Context: an optimization exercise on an open-source flow, tuned for small area. The choices shown serve that exercise and are no tape-out recipe.
At most, simulation tests tie the RTL to the original design; equivalence was not proved.
Power is estimated from default activity; no workload was simulated.

## run 1
Design orionkeyboard, start of the top module:
module orionkeyboard
(
input				clk,
input				reset,
output              res_k,
output              turb_10,
output              turb_5,
output              turb_2,
output              rom_s,
output              cpm_s,
input				ps2_clk,
input				ps2_data,
input		[7:0]	rk_kb_scan,
output		[7:0]	rk_kb_out,
output      [1:0]   pref,
output				key_rus_lat,
output				key_us,
output				key_ss,
input				ind_rus_lat,
output		[7:0]	rk_kbo,
output              key_int
);
Size in the first run: roughly 450 cells after synthesis, ~120 flip-flops, ~4900 sq um of cells after synthesis.
export LEC_CHECK = 0
export CAP_MARGIN = 20
export CORE_MARGIN = 2
export CORE_UTILIZATION = 40
export SLEW_MARGIN = 20
create_clock -name core_clock -period 10.0 [get_ports {clk}]
standard.sh (not shown) runs the stock make flow with config.mk's settings and CLKGATE_MAP_FILE= SYNTH_SCRIPT=/design/flow/synth_recipe.tcl, a recipe that flattens the netlist after the stock synthesis.
==> flow/flow/run.sh <==
#!/bin/bash
# Own layout flow: the standard ORFS flow (standard synthesis unchanged),
# with the input/output port buffers made of sky130_fd_sc_hd__buf_1 and
# clock-tree synthesis without dummy loads. Each tool's output is in
# orfs/logs/; what each call of standard.sh prints is in synth.log and
# layout.log.
set -euo pipefail
export BUFFER_PORTS_ARGS="-buffer_cell sky130_fd_sc_hd__buf_1"
export CTS_ARGS="-sink_clustering_enable -repair_clock_nets -dont_use_dummy_load -buf_list sky130_fd_sc_hd__clkbuf_4"
bash standard.sh synth > synth.log 2>&1
bash standard.sh > layout.log 2>&1
> inputs changed (run 1 -> run 2)
--- a/flow/flow/run.sh
+++ b/flow/flow/run.sh
@@ -3,3 +3,4 @@
 # with the input/output port buffers made of sky130_fd_sc_hd__buf_1 and
-# clock-tree synthesis without dummy loads. Each tool's output is in
+# clock-tree synthesis without dummy loads, and power recovery (downsizing
+# gates off the critical paths) after global routing. Each tool's output is in
 # orfs/logs/; what each call of standard.sh prints is in synth.log and
@@ -8,2 +9,3 @@
 export BUFFER_PORTS_ARGS="-buffer_cell sky130_fd_sc_hd__buf_1"
+export RECOVER_POWER=100
 export CTS_ARGS="-sink_clustering_enable -repair_clock_nets -dont_use_dummy_load -buf_list sky130_fd_sc_hd__clkbuf_4"
Notes after the runs:
What the final checks of run 2 revealed, after a flow that finished every stage, was a layout that fails on max-capacitance violations, max-slew violations.
Run 2 vs. run 1: final hold slack about even; proportion of layout cells with a drive suffix above 1 dropped 1.1 points.
Of run 1 and run 2, run 2 shows the higher buffering stage count on the worst path with inverters included, with run 1 below it.
Diff run 2..run 1 | total power after layout | negligible
Of the two values seen for critical-path cell with the highest stage delay, sky130_fd_sc_hd__nor4_1 was produced by run 1 and sky130_fd_sc_hd__clkbuf_1 by run 2.
Input-level comparison between run 3 and run 2:
==> flow/run.sh (new file) <==
#!/bin/bash
# synth_recipe.tcl (not shown) runs the flow's synth.tcl, then flattens the netlist and writes it again
# the make line also repeats each setting of config.mk as NAME=value (left out here)
make -C /OpenROAD-flow-scripts/flow DESIGN_CONFIG=/design/flow/config.mk WORK_HOME=/design/flow/orfs CLKGATE_MAP_FILE= SYNTH_SCRIPT=/design/flow/synth_recipe.tcl finish
removed: flow/flow/run.sh
removed: flow/standard.sh
==> comparison <==
- Run 3 completed; timing, DRC and antenna clean
- The switching power total of run 3 was inferior to that of run 2.
- Compared with run 2, in run 3 setup clock skew after layout lost 37 ps, utilization picked up an extra 5.9 points.
- | share of the clock period used by the worst path after layout | lower: run 2 |
- Run 3 vs run 2, post-route met1 wirelength went up by 7.5%.
- Run 3 improves on run 2 in worst hold slack.
--- input diff run 3..run 4 ---
- swapping 40 for 70 in CORE_UTILIZATION
==> flow/flow/run.sh (new file) <==
#!/bin/bash
# Own layout flow: the standard ORFS flow (standard synthesis unchanged),
# with the input/output port buffers made of sky130_fd_sc_hd__buf_1 and
# clock-tree synthesis without dummy loads. Each tool's output is in
# orfs/logs/; what each call of standard.sh prints is in synth.log and
# layout.log.
set -euo pipefail
export BUFFER_PORTS_ARGS="-buffer_cell sky130_fd_sc_hd__buf_1"
export CTS_ARGS="-sink_clustering_enable -repair_clock_nets -dont_use_dummy_load -buf_list sky130_fd_sc_hd__clkbuf_4"
bash standard.sh synth > synth.log 2>&1
bash standard.sh > layout.log 2>&1
==> flow/standard.sh (new file) <==
#!/bin/bash
# synth_recipe.tcl (not shown) runs the flow's synth.tcl, then flattens the netlist and writes it again
# the make line also repeats each setting of config.mk as NAME=value (left out here)
make -C /OpenROAD-flow-scripts/flow DESIGN_CONFIG=/design/flow/config.mk WORK_HOME=/design/flow/orfs CLKGATE_MAP_FILE= SYNTH_SCRIPT=/design/flow/synth_recipe.tcl "${@:-finish}"
removed: flow/run.sh
### Flow results
Every stage of the flow completed for run 4, and the final layout passed the timing, design-rule and antenna checks. NOTE: count of filler cells inserted in the layout in run 4 falls short of that of run 3. The run with more routed wire is run 3, not run 4. [compare] base=run 3 new=run 4: area of the core moved down, relative contribution of combinational cells to total power moved up.
What run 5 does differently from run 4 at the input level:
- CORE_UTILIZATION changed from 70 to 40
- CAP_MARGIN changed from 20 to 0
- SLEW_MARGIN changed from 20 to 0
==> comparison <==
When run 5 is set beside run 4, its share of the clock period used by the worst path turns out to be 0.45 points larger.
Total power ends up lower on run 4.
On transition time at the pin with the least slew margin: run 5 sits above run 4.
sky130_fd_sc_hd__buf_1 as the slowest library cell on the worst path was reported by run 5, and sky130_fd_sc_hd__nor4_1 by run 4.
Diff run 4 -> run 5 | total met2 wirelength after detailed routing | up slightly


old:
Another version of the RTL of orionkeyboard (not shown whole).
For scale: roughly 530 cells after synthesis, about 120 flip-flops, about 5700 um2 of cells after synthesis.
make LEC_CHECK=0 CAP_MARGIN=20 CORE_MARGIN=2 CORE_UTILIZATION=40 CTS_BUF_LIST='sky130_fd_sc_hd__clkbuf_2 sky130_fd_sc_hd__clkbuf_4' CTS_CLUSTER_DIAMETER=200 CTS_CLUSTER_SIZE=50 SLEW_MARGIN=20 finish   # period 10.0 ns
run.sh (not shown) runs the stock make flow with config.mk's settings and CLKGATE_MAP_FILE= SYNTH_SCRIPT=/design/flow/synth_recipe.tcl, a recipe that flattens the netlist after the stock synthesis.
Stock flow here: none of the scripts above is used.
old did not stop at any stage, and its layout met the timing, design-rule and antenna checks.
### old -> new
- a change of CTS_CLUSTER_SIZE from 50 to 30
- a change of CTS_CLUSTER_DIAMETER from 200 to 100
- a change of CTS_BUF_LIST from sky130_fd_sc_hd__clkbuf_2 sky130_fd_sc_hd__clkbuf_4 to sky130_fd_sc_hd__clkbuf_4
old -> new: remaining design rule violation count delta 0, exact match
Re fraction of area in registers: no difference whatsoever between old and new.
Comparing old against new, there is no change at all in multi-input combinational area share.
As far as maximum frequency goes, old and new are indistinguishable; the numbers are identical.
No run of this note included a check of the RTL's function; only the layout flow was run.

[what the ideal ports hide]
The results above use ideal ports. As a check the final layouts listed here were re-extracted and re-timed, cells and wires unchanged. Step 1: set_driving_cell puts a clkbuf_16 on clk and a buf_2 on each other input, an assumption about the parent block. Step 2 adds t to the input delays and takes it off the output delays; t is the mean of the earliest and latest rising clock arrival at the registers after step 1. Input paths then give back, and output paths get back, about the clock's delay inside the block. a / b / c = ideal ports / drivers / drivers and shift; a / b = the first two.
run | t (ns) | slack for setup (ns) | hold slack, ns
run 1 | 0.527 | 4.787 / 4.763 / 4.763 | 0.371 / 0.371 / 0.371
run 2 | 0.528 | 4.085 / 4.067 / 3.538 | 0.371 / 0.371 / 0.371
run 3 | 0.448 | 3.972 / 3.945 / 3.945 | 0.379 / 0.379 / 0.379
run 4 | 0.518 | 4.812 / 4.788 / 4.788 | 0.356 / 0.356 / 0.356
run 5 | 0.512 | 4.767 / 4.742 / 4.742 | 0.397 / 0.397 / 0.397
old | 0.564 | 3.998 / 3.973 / 3.973 | 0.463 / 0.463 / 0.463
new | 0.564 | 3.998 / 3.973 / 3.973 | 0.463 / 0.463 / 0.463
For run 2, which loses most, drivers alone change the setup slack by -0.018 ns; drivers and shift together by -0.547 ns.
